What follows belongs to an exercise in optimizing a design on an open flow for small area, a short achievable clock period and few clock cycles per item; a production flow would make more cautious choices. Where RTL was checked, it was by simulation tests only, not by an equivalence proof against the original.

==> flow/design.v <==
module gcd_coprocessor #( parameter W = 16 ) (
  input clk,
  input reset,
  input operands_val,
  input [W-1:0] operands_bits_A,
  input [W-1:0] operands_bits_B,
  output operands_rdy,
  output result_val,
  output [W-1:0] result_bits,
  input result_rdy
);
  function [3:0] ctz(input [W-1:0] v);
    integer i;
    begin
      ctz = 4'd0;
      for (i = W - 1; i >= 0; i = i - 1)
        if (v[i]) ctz = i;
    end
  endfunction
  reg [W-1:0] A, B;
  reg [3:0]   k;       
  reg         fin;     
  reg         busy;
  wire [W-1:0] xab = A ^ B;
  wire eq   = ~|xab;
  wire bz   = ~|B;
  wire kz   = (k == 4'd0);
  wire stop = eq | fin;
  wire done = busy & stop & kz;
  assign result_val   = done;
  assign result_bits  = A;
  assign operands_rdy = ~busy | (done & result_rdy);
  wire load = operands_val & operands_rdy;
  wire both_even = ~A[0] & ~B[0];
  wire         sub = B[0] | bz;
  wire [W:0]   d = {1'b0, A} - {1'b0, B};
  wire         neg = d[W];
  wire [W-1:0] y = sub ? xab : B;         
  wire [3:0]   tz = ctz(y);
  wire         big = |tz[3:2];            
  wire [1:0]   s = both_even ? 2'd1 : (big ? 2'd3 : tz[1:0]);
  wire [W-1:0] f = d[W-1:0] ^ {W{neg}};   
  wire [W-1:0] g = sub ? f : B;
  wire [W-1:0] bnext = (g >> s) | {{(W-1){1'b0}}, sub & neg};
  wire flip = sub & neg & big;
  wire swap = B[0] & (~A[0] | ~neg | big);
  always @(posedge clk or posedge reset) begin
    if (reset) begin
      busy <= 1'b0;
    end else if (load) begin
      busy <= 1'b1;
    end else if (done & result_rdy) begin
      busy <= 1'b0;
    end
  end
  wire a_load = load;
  wire a_shl  = ~load & busy & stop & ~kz;
  wire a_shr  = ~load & busy & ~stop & both_even;
  wire a_swp  = ~load & busy & ~stop & ~both_even & swap;
  wire a_hold = ~(a_load | a_shl | a_shr | a_swp);
  wire b_new  = ~load & busy & ~stop;
  wire b_hold = ~(load | b_new);
  wire [W-1:0] anext = ({W{a_load}} & operands_bits_A) | ({W{a_shl}} & (A << 1))
                     | ({W{a_shr}} & (A >> 1)) | ({W{a_swp}} & B) | ({W{a_hold}} & A);
  wire [W-1:0] bnext2 = ({W{load}} & operands_bits_B) | ({W{b_new & ~flip}} & bnext)
                      | ({W{b_new & flip}} & A) | ({W{b_hold}} & B);
  wire k_dec = a_shl;
  wire k_inc = a_shr;
  wire [3:0] knext = ({4{k_dec}} & (k - 4'd1)) | ({4{k_inc}} & (k + 4'd1))
                   | ({4{~load & ~k_dec & ~k_inc}} & k);
  wire finnext = ~load & (fin | a_shl);
  always @(posedge clk) begin
    A <= anext;
    B <= bnext2;
    k   <= knext;
    fin <= finnext;
  end
endmodule
clock: 5.0 ns
lec_check: 0
abc_area: 1
cap_margin: 20
cell_pad_in_sites_detail_placement: 0
cell_pad_in_sites_global_placement: 1
core_area: 5 5 95 95
die_area: 0 0 100 100
place_density: 0.85
setup_slack_margin: 1.5
slew_margin: 20
standard.sh (not shown) runs the stock make flow with config.mk's settings and CLKGATE_MAP_FILE= SYNTH_SCRIPT=/design/flow/synth_recipe.tcl, a recipe that flattens the netlist after the stock synthesis.
==> flow/flow/run.sh <==
#!/bin/bash
# The standard layout (the standard.sh on all ORFS steps), with the port
# buffers that global placement inserts made the smallest buffer cell
# (sky130_fd_sc_hd__buf_1) instead of the delay buffer buffer_ports picks by
# itself. Every input and output port still gets its own buffer.
set -euo pipefail
export BUFFER_PORTS_ARGS="-buffer_cell sky130_fd_sc_hd__buf_1"
bash standard.sh > run_standard.log 2>&1
The first run produced a clean layout.
Rerun with:
--- a/flow/design.v
+++ b/flow/design.v
@@ -35,16 +35,13 @@
   wire         sub = B[0] | bz;
   wire [W:0]   d = {1'b0, A} - {1'b0, B};
   wire         neg = d[W];
   wire [W-1:0] y = sub ? xab : B;         
-  wire [3:0]   tz = ctz(y);
-  wire         big = |tz[3:2];            
-  wire [1:0]   s = both_even ? 2'd1 : (big ? 2'd3 : tz[1:0]);
+  wire [3:0]   s = both_even ? 4'd1 : ctz(y);
   wire [W-1:0] f = d[W-1:0] ^ {W{neg}};   
   wire [W-1:0] g = sub ? f : B;
   wire [W-1:0] bnext = (g >> s) | {{(W-1){1'b0}}, sub & neg};
-  wire flip = sub & neg & big;
-  wire swap = B[0] & (~A[0] | ~neg | big);
+  wire swap = B[0] & (~A[0] | ~neg);
   always @(posedge clk or posedge reset) begin
     if (reset) begin
       busy <= 1'b0;
     end else if (load) begin
@@ -61,10 +58,9 @@
   wire b_new  = ~load & busy & ~stop;
   wire b_hold = ~(load | b_new);
   wire [W-1:0] anext = ({W{a_load}} & operands_bits_A) | ({W{a_shl}} & (A << 1))
                      | ({W{a_shr}} & (A >> 1)) | ({W{a_swp}} & B) | ({W{a_hold}} & A);
-  wire [W-1:0] bnext2 = ({W{load}} & operands_bits_B) | ({W{b_new & ~flip}} & bnext)
-                      | ({W{b_new & flip}} & A) | ({W{b_hold}} & B);
+  wire [W-1:0] bnext2 = ({W{load}} & operands_bits_B) | ({W{b_new}} & bnext) | ({W{b_hold}} & B);
   wire k_dec = a_shl;
   wire k_inc = a_shr;
   wire [3:0] knext = ({4{k_dec}} & (k - 4'd1)) | ({4{k_inc}} & (k + 4'd1))
                    | ({4{~load & ~k_dec & ~k_inc}} & k);
Outcome:
- worst setup slack improves by 0.028 ns
- maximum frequency rose by 0.83%
- core utilization rose by 3.7 points
- global-route usage rises by 3.2 points
- wire length is higher by 13%
- hold slack loses 0.014 ns
Testbench counts after the change, summed over its fixed seeds: cycles 6,282, items 512.
For the first run of this note, only the layout was checked, not whether the RTL still works.

[static timing again, ports no longer ideal]
How much do the figures lean on ideal ports? The routed layouts below were timed once more, with nothing changed but the port constraints.
Step 1: set_driving_cell puts a clkbuf_16 on clk and a buf_2 on each other input, an assumption about the parent block.
Step 2, shift: input delay + t, output delay - t, t = (earliest + latest rising clock arrival at the registers) / 2. This alone moves slack from input paths to output paths.
a / b / c = no drivers / after step 1 / after step 2; a / b = the first two.
run	t, ns	setup WS [ns]	hold slack, ns
the first run	0.318	1.658 / 1.627 / 1.753	0.504 / 0.503 / 0.507
the second run	0.319	1.685 / 1.654 / 1.724	0.490 / 0.490 / 0.490
After both steps every run listed still meets setup and hold.
